What follows belongs to an exercise in optimizing a design on an open flow for small area, a short achievable clock period and few clock cycles; a production flow would make more cautious choices. Function was checked by simulation only, so behaviour that the tests miss may differ from the original. Power is estimated from default activity; no workload was simulated.

### design/flow/design.v
module LASER (
input CLK,
input RST,
input [3:0] X,
input [3:0] Y,
output reg [3:0] C1X,
output reg [3:0] C1Y,
output reg [3:0] C2X,
output reg [3:0] C2Y,
output reg DONE
);
integer i;
genvar gi, gj;
reg         ld;          
reg  [5:0]  lcnt;
reg         run;         
reg         mcyc;        
reg  [2:0]  pass;        
reg  [3:0]  row;
reg  [3:0]  mgx;
reg  [159:0] RX, RY;
reg  [39:0]  MK;
wire [39:0]  cov;
always @ (posedge CLK) begin
    RX <= {RX[155:0], ld ? X : RX[159:156]};
    RY <= {RY[155:0], ld ? Y : RY[159:156]};
    MK <= mcyc ? {cov[38:0], cov[39]} : {MK[38:0], MK[39] & ~ld};
end
localparam NC = 12;
wire [NC-1:0] colsel;
assign colsel = 12'd1 << (mgx - 4'd2);
wire [NC*40-1:0] hit;     
generate
for (gi = 0; gi < 40; gi = gi + 1) begin : pt
    wire [3:0] px = RX[4*gi+3:4*gi];
    wire [3:0] py = RY[4*gi+3:4*gi];
    wire [4:0] dy = {1'b0, py} - {1'b0, row};
    wire r4 = (dy == 5'd0);
    wire r3 = (dy == 5'd1) | (dy == 5'd2) | (dy == 5'd31) | (dy == 5'd30);
    wire r2 = (dy == 5'd3) | (dy == 5'd29);
    wire r0 = (dy == 5'd4) | (dy == 5'd28);
    wire [NC-1:0] ind;
    for (gj = 0; gj < NC; gj = gj + 1) begin : col
        localparam integer CX = gj + 2;
        assign ind[gj] = (r4 & ({1'b0, px} + 5'd4 >= CX) & ({1'b0, px} <= CX + 4)) |
                         (r3 & ({1'b0, px} + 5'd3 >= CX) & ({1'b0, px} <= CX + 3)) |
                         (r2 & ({1'b0, px} + 5'd2 >= CX) & ({1'b0, px} <= CX + 2)) |
                         (r0 & (px == CX));
        assign hit[gj*40+gi] = ind[gj] & ~MK[gi];
    end
    assign cov[gi] = |(ind & colsel);
end
endgenerate
wire [5:0] cnt [0:NC-1];
generate
for (gj = 0; gj < NC; gj = gj + 1) begin : pc
    laser_pc40 u (.in(hit[gj*40+39:gj*40]), .cnt(cnt[gj]));
end
endgenerate
reg  [5:0]  CNT [0:NC-1];
reg  [3:0]  r1row;
reg         r1v, r1first, r1last, r1eq;
always @ (posedge CLK)
    for (i = 0; i < NC; i = i + 1)
        CNT[i] <= cnt[i];
wire [3:0] oldx = pass[0] ? C2X : C1X;
wire [3:0] oldy = pass[0] ? C2Y : C1Y;
always @ (posedge CLK) begin
    r1row <= row;
    r1eq  <= (row == oldy);
end
always @ (posedge CLK or posedge RST)
    if (RST) begin
        r1v <= 1'b0;
        r1first <= 1'b0;
        r1last <= 1'b0;
    end else begin
        r1v <= run;
        r1first <= run & (row == 4'd2);
        r1last <= run & (row == 4'd13);
    end
wire [5:0] m1c [0:5];
wire [3:0] m1x [0:5];
generate
for (gj = 0; gj < 6; gj = gj + 1) begin : t1
    wire hi = CNT[2*gj+1] >= CNT[2*gj];
    assign m1c[gj] = hi ? CNT[2*gj+1] : CNT[2*gj];
    assign m1x[gj] = hi ? (2*gj+3) : (2*gj+2);
end
endgenerate
wire [5:0] m2c [0:2];
wire [3:0] m2x [0:2];
generate
for (gj = 0; gj < 3; gj = gj + 1) begin : t2
    wire hi = m1c[2*gj+1] >= m1c[2*gj];
    assign m2c[gj] = hi ? m1c[2*gj+1] : m1c[2*gj];
    assign m2x[gj] = hi ? m1x[2*gj+1] : m1x[2*gj];
end
endgenerate
wire       h3 = m2c[1] >= m2c[0];
wire [5:0] m3c = h3 ? m2c[1] : m2c[0];
wire [3:0] m3x = h3 ? m2x[1] : m2x[0];
wire       h4 = m2c[2] >= m3c;
wire [5:0] bestc = h4 ? m2c[2] : m3c;
wire [3:0] bestx = h4 ? m2x[2] : m3x;
reg  [5:0]  gmax;
reg  [3:0]  gx, gy;
reg         geq;
wire        upd   = r1v & (r1first | (bestc >= gmax));
wire [3:0]  gx_n  = upd ? bestx : gx;
wire [3:0]  gy_n  = upd ? r1row : gy;
wire        geq_n = upd ? (r1eq & (bestx == oldx)) : geq;
always @ (posedge CLK) begin
    if (upd) gmax <= bestc;
    gx  <= gx_n;
    gy  <= gy_n;
    geq <= geq_n;
end
wire pend = mcyc & r1last;      
wire fin  = pend & ((pass == 3'd5) | (pass[2] | pass[1]) & geq_n);
always @ (posedge CLK) begin
    if (pend & ~pass[0]) begin
        C1X <= gx_n;
        C1Y <= gy_n;
    end
    if (pend & pass[0]) begin
        C2X <= gx_n;
        C2Y <= gy_n;
    end
end
always @ (posedge CLK or posedge RST)
    if (RST) begin
        ld   <= 1'b1;
        lcnt <= 6'd0;
        run  <= 1'b0;
        mcyc <= 1'b0;
        pass <= 3'd0;
        row  <= 4'd0;
        mgx  <= 4'd2;
        DONE <= 1'b0;
    end else begin
        DONE <= fin;
        if (DONE) begin
            ld   <= 1'b1;
            lcnt <= 6'd0;
        end else if (ld) begin
            lcnt <= lcnt + 6'd1;
            if (lcnt == 6'd39) begin
                ld   <= 1'b0;
                run  <= 1'b1;
                row  <= 4'd2;
                pass <= 3'd0;
            end
        end else if (run) begin
            if (row == 4'd13) begin
                run  <= 1'b0;
                mcyc <= 1'b1;
                row  <= gy_n;
                mgx  <= gx_n;
            end else
                row <= row + 4'd1;
        end else if (mcyc) begin
            if (fin) begin
                mcyc <= 1'b0;
            end else if (pend & upd) begin
                row  <= gy_n;
                mgx  <= gx_n;
                pass <= pass + 3'd1;
            end else begin
                mcyc <= 1'b0;
                run  <= 1'b1;
                row  <= 4'd2;
                if (pend) pass <= pass + 3'd1;
            end
        end
    end
endmodule
module laser_fa (input a, input b, input c, output s, output co);
    assign s  = a ^ b ^ c;
    assign co = (a & b) | (c & (a ^ b));
endmodule
module laser_ha (input a, input b, output s, output co);
    assign s  = a ^ b;
    assign co = a & b;
endmodule
module laser_pc40 (input [39:0] in, output [5:0] cnt);
  wire s0, c0; laser_fa u0 (.a(in[0]), .b(in[1]), .c(in[2]), .s(s0), .co(c0));
  wire s1, c1; laser_fa u1 (.a(in[3]), .b(in[4]), .c(in[5]), .s(s1), .co(c1));
  wire s2, c2; laser_fa u2 (.a(in[6]), .b(in[7]), .c(in[8]), .s(s2), .co(c2));
  wire s3, c3; laser_fa u3 (.a(in[9]), .b(in[10]), .c(in[11]), .s(s3), .co(c3));
  wire s4, c4; laser_fa u4 (.a(in[12]), .b(in[13]), .c(in[14]), .s(s4), .co(c4));
  wire s5, c5; laser_fa u5 (.a(in[15]), .b(in[16]), .c(in[17]), .s(s5), .co(c5));
  wire s6, c6; laser_fa u6 (.a(in[18]), .b(in[19]), .c(in[20]), .s(s6), .co(c6));
  wire s7, c7; laser_fa u7 (.a(in[21]), .b(in[22]), .c(in[23]), .s(s7), .co(c7));
  wire s8, c8; laser_fa u8 (.a(in[24]), .b(in[25]), .c(in[26]), .s(s8), .co(c8));
  wire s9, c9; laser_fa u9 (.a(in[27]), .b(in[28]), .c(in[29]), .s(s9), .co(c9));
  wire s10, c10; laser_fa u10 (.a(in[30]), .b(in[31]), .c(in[32]), .s(s10), .co(c10));
  wire s11, c11; laser_fa u11 (.a(in[33]), .b(in[34]), .c(in[35]), .s(s11), .co(c11));
  wire s12, c12; laser_fa u12 (.a(in[36]), .b(in[37]), .c(in[38]), .s(s12), .co(c12));
  wire s13, c13; laser_fa u13 (.a(s0), .b(s1), .c(s2), .s(s13), .co(c13));
  wire s14, c14; laser_fa u14 (.a(s3), .b(s4), .c(s5), .s(s14), .co(c14));
  wire s15, c15; laser_fa u15 (.a(s6), .b(s7), .c(s8), .s(s15), .co(c15));
  wire s16, c16; laser_fa u16 (.a(s9), .b(s10), .c(s11), .s(s16), .co(c16));
  wire s17, c17; laser_fa u17 (.a(c0), .b(c1), .c(c2), .s(s17), .co(c17));
  wire s18, c18; laser_fa u18 (.a(c3), .b(c4), .c(c5), .s(s18), .co(c18));
  wire s19, c19; laser_fa u19 (.a(c6), .b(c7), .c(c8), .s(s19), .co(c19));
  wire s20, c20; laser_fa u20 (.a(c9), .b(c10), .c(c11), .s(s20), .co(c20));
  wire s21, c21; laser_fa u21 (.a(s13), .b(s14), .c(s15), .s(s21), .co(c21));
  wire s22, c22; laser_fa u22 (.a(s16), .b(s12), .c(in[39]), .s(s22), .co(c22));
  wire s23, c23; laser_fa u23 (.a(c13), .b(c14), .c(c15), .s(s23), .co(c23));
  wire s24, c24; laser_fa u24 (.a(c16), .b(s17), .c(s18), .s(s24), .co(c24));
  wire s25, c25; laser_fa u25 (.a(s19), .b(s20), .c(c12), .s(s25), .co(c25));
  wire s26, c26; laser_fa u26 (.a(c17), .b(c18), .c(c19), .s(s26), .co(c26));
  wire s27, c27; laser_fa u27 (.a(c21), .b(c22), .c(s23), .s(s27), .co(c27));
  wire s28, c28; laser_fa u28 (.a(c23), .b(c24), .c(c25), .s(s28), .co(c28));
  wire s29, c29; laser_fa u29 (.a(s27), .b(s24), .c(s25), .s(s29), .co(c29));
  wire s30, c30; laser_fa u30 (.a(c27), .b(s28), .c(s26), .s(s30), .co(c30));
  wire s31, c31; laser_fa u31 (.a(c29), .b(s30), .c(c20), .s(s31), .co(c31));
  wire s32, c32; laser_fa u32 (.a(c30), .b(c28), .c(c26), .s(s32), .co(c32));
  wire s33, c33; laser_ha u33 (.a(s21), .b(s22), .s(s33), .co(c33));
  wire s34, c34; laser_ha u34 (.a(s29), .b(c33), .s(s34), .co(c34));
  wire s35, c35; laser_ha u35 (.a(s31), .b(c34), .s(s35), .co(c35));
  wire s36, c36; laser_fa u36 (.a(c31), .b(s32), .c(c35), .s(s36), .co(c36));
  wire s37, c37; laser_ha u37 (.a(c32), .b(c36), .s(s37), .co(c37));
  assign cnt[0] = s33;
  assign cnt[1] = s34;
  assign cnt[2] = s35;
  assign cnt[3] = s36;
  assign cnt[4] = s37;
  assign cnt[5] = c37;
endmodule
### design/flow/run.sh
#!/bin/bash
# synth_recipe.tcl (not shown) runs the flow's synth.tcl, then flattens the netlist and writes it again
# the make line also repeats each setting of config.mk as NAME=value (left out here)
make -C /OpenROAD-flow-scripts/flow DESIGN_CONFIG=/design/flow/config.mk WORK_HOME=/design/flow/orfs CLKGATE_MAP_FILE= SYNTH_SCRIPT=/design/flow/synth_recipe.tcl finish
### design/flow/config.mk
export PLATFORM = sky130hd
export DESIGN_NAME = LASER
export DESIGN_NICKNAME = LASER
export VERILOG_FILES = /design/flow/design.v
export SDC_FILE = /design/flow/constraint.sdc
export NUM_CORES = 4
export LEC_CHECK = 0
export CAP_MARGIN = 20
export CORE_MARGIN = 2
export CORE_UTILIZATION = 40
export SLEW_MARGIN = 20
### design/flow/constraint.sdc
create_clock -name core_clock -period 13.0 [get_ports {CLK}]
set_input_delay 2.6000 -clock core_clock [delete_from_list [all_inputs] [get_ports {CLK}]]
set_output_delay 2.6000 -clock core_clock [all_outputs]
set_load 0.01 [all_outputs]
==> notes.md <==
- Once detail routing completed, the nets flagged for antenna violations numbered 0.
- The number of hold buffers added after CTS was 0.
* Result of the run: finished clean
- The via count of the first global-routing pass was between 80000 and 90000.
- Sequential element share of the synthesized area: 0.1248
- Slack of the critical path: 2.350 ns
* Number of H-tree branching levels: 3
* F_max: about 0.094 GHz
* Pwr dens: ~43 nW/um2
* Global-route usage over all layers: 0.3141
- In this design, the critical path's most frequently occurring cell is sky130_fd_sc_hd__a21oi_1.
* Data arrival time at the worst-slack endpoint: between 10 and 15 ns
- Critical Path RT: 13.63 ns
* Family with the most delay on the worst path: compound AO/OA/AOI/OAI gates
* Mean number of vias per cell: between 6 and 7
* Worst-path fanout max: 18
- On the final layout, the worst hold slack is 0.3534 ns.
- Routed wl met3: approximately 37 mm
- Netlist Area Pre-Place: around 80000 um2
- The first global-routing pass estimated ~510 mm of wire.
* Initial Util: 0.4034
- Of the post-synthesis cell area, the dominant cell type holds 0.1513.
* Net count of the mapped netlist: 12370
* Placement Setup Slack: approximately 2.5 ns
* Input/output buffers: 26
* Number of storage elements in the synthesis netlist: 492
- CTS buffer count: between 70 and 80
- On the critical path, the stage with the largest delay is an instance of sky130_fd_sc_hd__a21oi_1.
* Drt initial violations: 12370
- Layout net count: ~12000
- In this run the vertical extent of the chip is between 400 and 500 um.
- DRC violations left: 0
- Once the clock tree was built, the setup fixing pass inserted 0 buffers.
- TritonCTS built the clock tree.
* Cell with the most instances after synthesis: sky130_fd_sc_hd__a21oi_1
* Relative contribution of the clock network to total power: 0.591
* Count of different cell masters after synthesis: between 90 and 100
- Clock insertion delay at the later pin of the skew report: about 0.76 ns
* Post-synth top flop: sky130_fd_sc_hd__dfxtp_1
- Bufs and invs on worst path: 3
- In this run, synthesis inferred 22 flip-flops with an integrated enable.
- Tmin final: 10.65 ns
- For this run, the detailed router's first-pass iteration total came to 12.
- After synthesis, the share of flip-flops with an asynchronous set or reset is 0.04878.
- Row generation in the floorplan step produced about 170 rows.
* Routed WL per cell: ~26 um
- Excluding fillers, the count of instances in the completed layout stands at about 13000.
* Met1 wire length: roughly 140 mm
- Number of placed instances, taps included: around 13000
- Critical path start-end classification: flip-flop to flip-flop
* Final worst-path cycle share: 0.8193
* HPWL reported at the end of detailed placement: 261.8 mm
- By area the synthesized netlist is led by sky130_fd_sc_hd__ha_1 (15%), sky130_fd_sc_hd__fa_1 (11%), sky130_fd_sc_hd__dfxtp_1 (11%), sky130_fd_sc_hd__a21oi_1 (7.2%), sky130_fd_sc_hd__nand2_1 (4.9%).
- The worst setup path is captured at a flip-flop.
- IR analysis of the VDD net gives a maximum drop of 0.0001030 V.
- For this run, the slowest stage of the critical path takes roughly 0.70 ns.
- Sink count of the clock tree: roughly 500
* Synthesis warning total: 3
- Commonest cells in the netlist: sky130_fd_sc_hd__a21oi_1 (1182), sky130_fd_sc_hd__nand2_1 (1056), sky130_fd_sc_hd__ha_1 (988)
- Largest net degree at the start of global routing: 54
- Total leakage power: around 34 nW
- Setup violations remaining at the end of the flow were counted as 0.
- Measured along the x axis, the die boundary spans 455.9 um.
- Post-synth top area cell: sky130_fd_sc_hd__ha_1
- The count of endpoints failing hold in the final timing report came to 0.
- Pins over their slew limit: 0
- The clock passes through at most 3 buffers.
- Post-Syn Area per Cell: 7.476 um2
- The number of antenna violations at the first check in global routing is 10.
- Setup repair after global routing left no endpoint under its margin.
- The analysis attributes to net switching a power of 924.5 uW.
- Total detailed-routing wirelength: 344.1 mm
- Pin placement for this block handled 27 I/O pins.
- The worst setup path is launched from a flip-flop.
- At the pin with the least slew margin, the transition time is ~1.3 ns.
* Placer congestion estimate: 1.047
* Pint: 2.800 mW
- Top Layer Used: met5
* Detailed-route via count: just under 90000
- In this run the worst hold path is classified as flip-flop to flip-flop.
* Cells resized by post-CTS repair: 0
* P&R area growth vs syn: 6.083%
- Part of the total power dissipated in sequential elements: 0.408
- Of the total power, the share spent switching nets is 0.2482.
- In the final layout, the share of cells above drive strength 1 is 0.06707.
- The tool flagged a number of max-cap violations equal to 0.
- The cell sitting at the root of the clock tree is a sky130_fd_sc_hd__clkbuf_16.
- Wire segments on met2 add up to 148.5 mm in the final route.
* Clock transition at the registers of the reported paths: about 0.06 ns
* Synthesized instance count: around 11000
- Die Area: 207900 um2
- Logic gate share of total power: 0.001
- For the final routed database, the setup TNS stands at 0 ns.
* Core Footprint: between 200000 and 250000 um2
* Worst setup skew after layout: roughly 0.052 ns
- Normalized max-slew margin: 0.1355
- Remaining Overflow, GRT: 0
power groups by stage:
stage,Sequential [mW],Combinational (mW),Clock (mW)
floorplan,1.55,0.00114,0
global placement,1.55,0.00473,0
detailed placement,1.55,0.00479,0
CTS,1.52,0.00479,2.24
global route,1.52,0.00564,2.28
finish,1.52,0.00504,2.20
placed cells by master, fill, tap and decap left out, types with 120 or more instances in the layout:
cell                       Yosys  routed
sky130_fd_sc_hd__a21oi_1    1182    1182
sky130_fd_sc_hd__nand2_1    1056    1053
sky130_fd_sc_hd__ha_1        988     988
sky130_fd_sc_hd__nor2_1      824     821
sky130_fd_sc_hd__o21ai_0     690     690
sky130_fd_sc_hd__inv_1       604     600
sky130_fd_sc_hd__fa_1        448     448
sky130_fd_sc_hd__dfxtp_1     446     446
sky130_fd_sc_hd__or2_2       352     352
sky130_fd_sc_hd__nand2b_1    315     315
sky130_fd_sc_hd__nand3_1     269     265
sky130_fd_sc_hd__a31oi_1     255     255
sky130_fd_sc_hd__nor2b_1     242     242
sky130_fd_sc_hd__o22ai_1     220     220
sky130_fd_sc_hd__nor3_1      193     190
sky130_fd_sc_hd__a21o_1      171     171
sky130_fd_sc_hd__xnor2_1     166     166
sky130_fd_sc_hd__a211oi_1    141     141
sky130_fd_sc_hd__xor2_1      120     120
per-stage QoR:
step	util	power [mW]	instance area [um2]
5_1_grt	0.4279	3.806	86660
4_1_cts	0.4278	3.766	86640
3_3_place_gp	0.4148	1.556	84010
3_5_place_dp	0.4149	1.556	84030
2_1_floorplan	-	1.552	81690
6_report	0.4279	3.725	86660
sequential cells by signal (all words and copies together) (netlist names), 3 cells and up:
signal / cells
gy: 4
C2Y: 4
MK: 40
row: 4
RY: 160
mgx: 4
gmax: 6
pass: 3
C1X: 4
C1Y: 4
gx: 4
CNT: 72
lcnt: 6
r1row: 4
C2X: 4
RX: 160
logic make-up (layout without fill, tap and decap cells):
| kind of cell | count (synthesis) | after routing | synth area share |
|---|---|---|---|
| xor+xnor | 287 | 287 | 0.03094 |
| buf+inv | 1202 | 890 | 0.05527 |
| mux | 80 | 80 | 0.01046 |
| simple gates | 3643 | 3643 | 0.2172 |
| flops | 492 | 492 | 0.1248 |
| fa+ha+maj | 1436 | 1436 | 0.2611 |
| compound gates | 3788 | 3788 | 0.3003 |
| other cells | 0 | 1 | 0 |
metal layers:
metal  vias to the layer above  GRT usage
li1                      38830          -
met1                     41350     0.4139
met4                         4     0.1571
met2                      5671     0.4857
met5                         -          0
met3                       962    0.06434
path summary, 6_finish.rpt:
path | startpoint | depth (start not counted) | endpoint | slack [ns]
worst min-delay path | RY[64]$_DFF_P_ | 0 | RY[68]$_DFF_P_ | 0.35
worst max register to register | CNT[2][2]$_DFF_P_ | 46 | mgx[0]$_DFFE_PP0P_ | 2.35
min in group asynchronous | RST | 2 | lcnt[4]$_DFFE_PP0P_ | 2.11
worst min register to register | RY[64]$_DFF_P_ | 0 | RY[68]$_DFF_P_ | 0.35
max in group asynchronous | RST | 3 | ld$_DFF_PP1_ | 10.38
worst max-delay path | CNT[2][2]$_DFF_P_ | 46 | mgx[0]$_DFFE_PP0P_ | 2.35
area by class of cell:
cell class	count	area, um2
clock buffers	93	2096
inverters	629	2369
clock inverters	46	508.0
flip-flops and latches	492	10200
repair buffers	122	1001
multi-input cells	9234	67140
well taps	2672	3343
diodes	1	2.502
fillers	20160	115900
Testbench counts, summed over its fixed seeds: cycles 10,880.

re-timing with driven ports:
No port has a modelled driver above. Below, the same layout with a new extraction and two added sets of constraints. Step 1, drivers: a clkbuf_16 drives CLK and a buf_2 each remaining input, both assumed. Step 2, shift: input delay + t, output delay - t, t = (earliest + latest rising clock arrival at the registers) / 2. This alone moves slack from input paths to output paths. Slacks: ideal ports / drivers / drivers and shift; pairs: ideal ports / drivers.
shift t [ns]: 0.833
slack for setup (ns): 2.350 / 2.350 / 2.350
worst hold slack (ns): 0.353 / 0.353 / 0.353
After both steps setup and hold are still met in this run. For this run, drivers alone change the setup slack by 0.000 ns; drivers and shift together by 0.000 ns.
